Background: an optimization exercise with open tools, aiming at small area, a short achievable clock period and few clock cycles. Do not read the settings as production practice.
No activity file was given, so power comes from the tool's default toggle rates.

==> module physics_engine, before the edit <==
module physics_engine #(
    parameter SCREEN_WIDTH = 320,
    parameter SCREEN_HEIGHT = 240
    ) (
    input  wire        clk,
    input  wire        resetn,
    input  wire        fire,
    input  wire [15:0] axi_Z_dist,
    input  wire [15:0] axi_arrow_vel,
    input  wire [7:0]  wind_x_in,
    input  wire [7:0]  wind_y_in,
    input  wire [8:0]  aim_x,
    input  wire [7:0]  aim_y,
    output wire        result_valid,
    output reg [8:0]   land_x,
    output reg [7:0]   land_y
);
    function [19:0] norm16;      
        input [15:0] x;
        reg   [15:0] y;
        reg   [3:0]  n;
        begin
            y = x; n = 4'd0;
            if (y[15:8] == 8'd0) begin y = {y[7:0], 8'd0};  n[3] = 1'b1; end
            if (y[15:12] == 4'd0) begin y = {y[11:0], 4'd0}; n[2] = 1'b1; end
            if (y[15:14] == 2'd0) begin y = {y[13:0], 2'd0}; n[1] = 1'b1; end
            if (y[15] == 1'b0)    begin y = {y[14:0], 1'b0}; n[0] = 1'b1; end
            norm16 = {n, y};
        end
    endfunction
    function [4:0] bitlen;
        input [16:0] x;
        integer i;
        begin
            bitlen = 5'd0;
            for (i = 0; i < 17; i = i + 1)
                if (x[i]) bitlen = i + 1;
        end
    endfunction
    wire [19:0] nz = norm16(axi_Z_dist);
    wire [19:0] nv = norm16(axi_arrow_vel);
    wire [5:0]  s  = 6'd8 + {2'b0, nv[19:16]} - {2'b0, nz[19:16]};
    wire [5:0]  s2 = 6'd6 + {2'b0, nv[19:16]} - {2'b0, nz[19:16]};
    wire        lt = nz[14:12] < nv[14:12];
    wire        skip = ~s[0] & lt;
    wire        zero_q = ~nv[15] | ~nz[15] | s[5] | (skip & s2[5]);
    reg         busy;        
    reg         fin;         
    reg  [3:0]  cnt;         
    reg  [16:0] t;
    reg         a;
    reg  [14:0] vn;          
    reg  [6:0]  wxm, wym;
    reg         wxn, wyn;
    reg  [8:0]  ax;
    reg  [7:0]  ay;
    reg  [16:0] accx;
    reg  [15:0] accy;
    reg         satx, saty;
    wire [16:0] t_nx;
    wire [16:0] accx_nx;
    wire [15:0] accy_nx;
    wire        satx_nx, saty_nx;
    iterative_divider core (
        .t_in(t), .a_in(a), .v({1'b1, vn}), .mask(cnt[3]), .wx(wxm), .wy(wym),
        .accx_in(accx), .satx_in(satx), .accy_in(accy), .saty_in(saty),
        .t_out(t_nx), .accx_out(accx_nx), .satx_out(satx_nx),
        .accy_out(accy_nx), .saty_out(saty_nx));
    wire [8:0] tx_in = wind_x_in[7] ? aim_x : SCREEN_WIDTH - aim_x;
    wire [8:0] ty_in = wind_y_in[7] ? {1'b0, aim_y} : SCREEN_HEIGHT - {1'b0, aim_y};
    wire d0x_in = (wind_x_in[6:0] == 7'd0) |
                  (wind_x_in[7] ? (aim_x == 9'd0) : (aim_x >= SCREEN_WIDTH));
    wire d0y_in = (wind_y_in[6:0] == 7'd0) |
                  (wind_y_in[7] ? (aim_y == 8'd0) : ({1'b0, aim_y} >= SCREEN_HEIGHT));
    reg  [3:0] jx, jy;
    reg        d0x, d0y;
    always @(posedge clk) begin
        if (fire) begin
            jx  <= bitlen({8'd0, tx_in}) ;
            jy  <= bitlen({8'd0, ty_in}) ;
            d0x <= d0x_in;
            d0y <= d0y_in;
        end
    end
    wire [5:0] fx = {2'b0, jx} + 6'd22 - {1'b0, cnt, 1'b0};
    wire [5:0] fy = {2'b0, jy} + 6'd22 - {1'b0, cnt, 1'b0};
    reg  [16:0] mkx;
    reg  [15:0] mky;
    integer i;
    always @* begin
        for (i = 0; i < 17; i = i + 1) mkx[i] = (fx <= i + 16);
        for (i = 0; i < 16; i = i + 1) mky[i] = (fy <= i + 16);
    end
    wire big_x = satx | (|(accx & mkx));
    wire big_y = saty | (|(accy & mky));
    wire det_x = d0x | big_x;
    wire det_y = d0y | big_y;
    reg  done;
    always @(posedge clk) begin
        if (!resetn)
            done <= 1'b0;
        else if (fire)
            done <= d0x_in & d0y_in;
        else
            done <= busy & ~done & det_x & det_y;
    end
    assign result_valid = fin | (busy & done);
    wire [10:0] qx = wxn ? {2'b0, ax} - {2'b0, accx[16:8]} : {2'b0, ax} + {2'b0, accx[16:8]};
    wire [9:0]  qy = wyn ? {2'b0, ay} - {2'b0, accy[15:8]} : {2'b0, ay} + {2'b0, accy[15:8]};
    wire x_lo = wxn & (satx | qx[10]);
    wire x_hi = ~x_lo & ((~wxn & satx) | qx >= SCREEN_WIDTH);
    wire y_lo = wyn & (saty | qy[9]);
    wire y_hi = ~y_lo & ((~wyn & saty) | qy >= SCREEN_HEIGHT);
    always @* begin
        land_x = x_lo ? 9'd0 : x_hi ? SCREEN_WIDTH - 1 : qx[8:0];
        land_y = y_lo ? 8'd0 : y_hi ? SCREEN_HEIGHT - 1 : qy[7:0];
    end
    always @(posedge clk) begin
        if (!resetn) begin
            busy <= 1'b0;
            fin  <= 1'b0;
        end else if (fire) begin
            busy <= ~zero_q;
            fin  <= zero_q;
        end else begin
            busy <= busy & ~done & (cnt != 4'd0);
            fin  <= busy & ~done & (cnt == 4'd0);
        end
    end
    always @(posedge clk) begin
        if (fire) begin
            vn   <= nv[14:0];
            wxm  <= wind_x_in[6:0];
            wym  <= wind_y_in[6:0];
            wxn  <= wind_x_in[7];
            wyn  <= wind_y_in[7];
            ax   <= aim_x;
            ay   <= aim_y;
        end
    end
    always @(posedge clk) begin
        if (fire) begin
            t    <= skip ? {nz[15:0], 1'b0} : s[0] ? {1'b0, nz[15:0]} : {2'b0, nz[15:1]};
            a    <= ~s[0] & ~lt & nz[0];
            cnt  <= skip ? s2[4:1] : s[4:1];
            accx <= 17'd0;
            accy <= 16'd0;
            satx <= 1'b0;
            saty <= 1'b0;
        end else begin
            t    <= t_nx;
            a    <= 1'b0;
            cnt  <= cnt - 4'd1;
            accx <= accx_nx;
            accy <= accy_nx;
            satx <= satx_nx | big_x;
            saty <= saty_nx | big_y;
        end
    end
endmodule
clock: 6.0 ns
lec_check: 0
abc_clock_period_in_ps: 3500
cap_margin: 20
core_margin: 2
core_utilization: 40
setup_slack_margin: 1.5
slew_margin: 20
run.sh (not shown) runs the stock make flow with config.mk's settings and CLKGATE_MAP_FILE= SYNTH_SCRIPT=/design/flow/synth_recipe.tcl, a recipe that flattens the netlist after the stock synthesis.
Edit:
--- a/flow/design.v
+++ b/flow/design.v
@@ -117,12 +117,9 @@
     endfunction
     wire [19:0] nz = norm16(axi_Z_dist);
     wire [19:0] nv = norm16(axi_arrow_vel);
     wire [5:0]  s  = 6'd8 + {2'b0, nv[19:16]} - {2'b0, nz[19:16]};
-    wire [5:0]  s2 = 6'd6 + {2'b0, nv[19:16]} - {2'b0, nz[19:16]};
-    wire        lt = nz[14:12] < nv[14:12];
-    wire        skip = ~s[0] & lt;
-    wire        zero_q = ~nv[15] | ~nz[15] | s[5] | (skip & s2[5]);
+    wire        zero_q = ~nv[15] | ~nz[15] | s[5];
     reg         busy;        
     reg         fin;         
     reg  [3:0]  cnt;         
     reg  [16:0] t;
@@ -159,37 +156,26 @@
             d0x <= d0x_in;
             d0y <= d0y_in;
         end
     end
-    wire [5:0] fx = {2'b0, jx} + 6'd22 - {1'b0, cnt, 1'b0};
-    wire [5:0] fy = {2'b0, jy} + 6'd22 - {1'b0, cnt, 1'b0};
-    reg  [16:0] mkx;
-    reg  [15:0] mky;
-    integer i;
-    always @* begin
-        for (i = 0; i < 17; i = i + 1) mkx[i] = (fx <= i + 16);
-        for (i = 0; i < 16; i = i + 1) mky[i] = (fy <= i + 16);
-    end
-    wire big_x = satx | (|(accx & mkx));
-    wire big_y = saty | (|(accy & mky));
+    wire [4:0] bx = bitlen(accx);
+    wire [4:0] by = bitlen({1'b0, accy});
+    wire [5:0] lx = {1'b0, bx} + {1'b0, cnt, 1'b0};
+    wire [5:0] ly = {1'b0, by} + {1'b0, cnt, 1'b0};
+    wire big_x = satx | ((bx != 5'd0) & (lx >= {2'b0, jx} + 6'd7));
+    wire big_y = saty | ((by != 5'd0) & (ly >= {2'b0, jy} + 6'd7));
     wire det_x = d0x | big_x;
     wire det_y = d0y | big_y;
-    reg  done;
-    always @(posedge clk) begin
-        if (!resetn)
-            done <= 1'b0;
-        else if (fire)
-            done <= d0x_in & d0y_in;
-        else
-            done <= busy & ~done & det_x & det_y;
-    end
-    assign result_valid = fin | (busy & done);
+    wire det   = det_x & det_y;
+    assign result_valid = fin | (busy & det);
     wire [10:0] qx = wxn ? {2'b0, ax} - {2'b0, accx[16:8]} : {2'b0, ax} + {2'b0, accx[16:8]};
     wire [9:0]  qy = wyn ? {2'b0, ay} - {2'b0, accy[15:8]} : {2'b0, ay} + {2'b0, accy[15:8]};
-    wire x_lo = wxn & (satx | qx[10]);
-    wire x_hi = ~x_lo & ((~wxn & satx) | qx >= SCREEN_WIDTH);
-    wire y_lo = wyn & (saty | qy[9]);
-    wire y_hi = ~y_lo & ((~wyn & saty) | qy >= SCREEN_HEIGHT);
+    wire fx = busy & big_x;
+    wire fy = busy & big_y;
+    wire x_lo = wxn & (satx | fx | qx[10]);
+    wire x_hi = ~x_lo & ((~wxn & (satx | fx)) | qx >= SCREEN_WIDTH);
+    wire y_lo = wyn & (saty | fy | qy[9]);
+    wire y_hi = ~y_lo & ((~wyn & (saty | fy)) | qy >= SCREEN_HEIGHT);
     always @* begin
         land_x = x_lo ? 9'd0 : x_hi ? SCREEN_WIDTH - 1 : qx[8:0];
         land_y = y_lo ? 8'd0 : y_hi ? SCREEN_HEIGHT - 1 : qy[7:0];
     end
@@ -200,10 +186,10 @@
         end else if (fire) begin
             busy <= ~zero_q;
             fin  <= zero_q;
         end else begin
-            busy <= busy & ~done & (cnt != 4'd0);
-            fin  <= busy & ~done & (cnt == 4'd0);
+            busy <= busy & ~det & (cnt != 4'd0);
+            fin  <= busy & ~det & (cnt == 4'd0);
         end
     end
     always @(posedge clk) begin
         if (fire) begin
@@ -217,11 +203,11 @@
         end
     end
     always @(posedge clk) begin
         if (fire) begin
-            t    <= skip ? {nz[15:0], 1'b0} : s[0] ? {1'b0, nz[15:0]} : {2'b0, nz[15:1]};
-            a    <= ~s[0] & ~lt & nz[0];
-            cnt  <= skip ? s2[4:1] : s[4:1];
+            t    <= s[0] ? {1'b0, nz[15:0]} : {2'b0, nz[15:1]};
+            a    <= ~s[0] & nz[0];
+            cnt  <= s[4:1];
             accx <= 17'd0;
             accy <= 16'd0;
             satx <= 1'b0;
             saty <= 1'b0;
@@ -230,9 +216,9 @@
             a    <= 1'b0;
             cnt  <= cnt - 4'd1;
             accx <= accx_nx;
             accy <= accy_nx;
-            satx <= satx_nx | big_x;
-            saty <= saty_nx | big_y;
+            satx <= satx_nx;
+            saty <= saty_nx;
         end
     end
 endmodule
First-iteration DRC count stays flat.
Wire length shrinks by 7.2%.
Clock skew grows by 0.0053 ns.
Power grows by 9.0%.
Final cell count shrinks by 6.3%.
Setup slack gets worse by 0.84 ns.
Synthesized area shrinks by 5.4%.
Register-to-register slack gets worse by 0.10 ns.
Via count shrinks by 8.0%.
Final area shrinks by 5.2%.
Global-route usage barely changes.
No run of this note included a check of the RTL's function; only the layout flow was run.

## what the ideal ports hide
Ports are ideal in the flow. The routed layouts listed here were re-timed in OpenROAD. Step 1 sets driving cells, clkbuf_16 on the clock port and buf_2 on the other inputs (assumed; they add their load-dependent delay and slew). Step 2 times the ports against the registers' clock, not the clock port: input delays grow and output delays shrink by t, the midpoint of the rising clock arrivals with the driver on. Slacks: no drivers / after step 1 / after step 2; pairs: no drivers / after step 1.
run | shift t [ns] | setup WS [ns] | worst setup path at the end | cell pins on the clock port's net
the first run | 0.484 | 1.419 / 1.367 / 1.105 | input to register | 1
the second run | 0.491 | 0.576 / 0.522 / 1.013 | register to output | 1
After both steps every run listed still meets setup and hold. For the first run, which loses most, drivers alone change the setup slack by -0.052 ns; drivers and shift together by -0.314 ns.
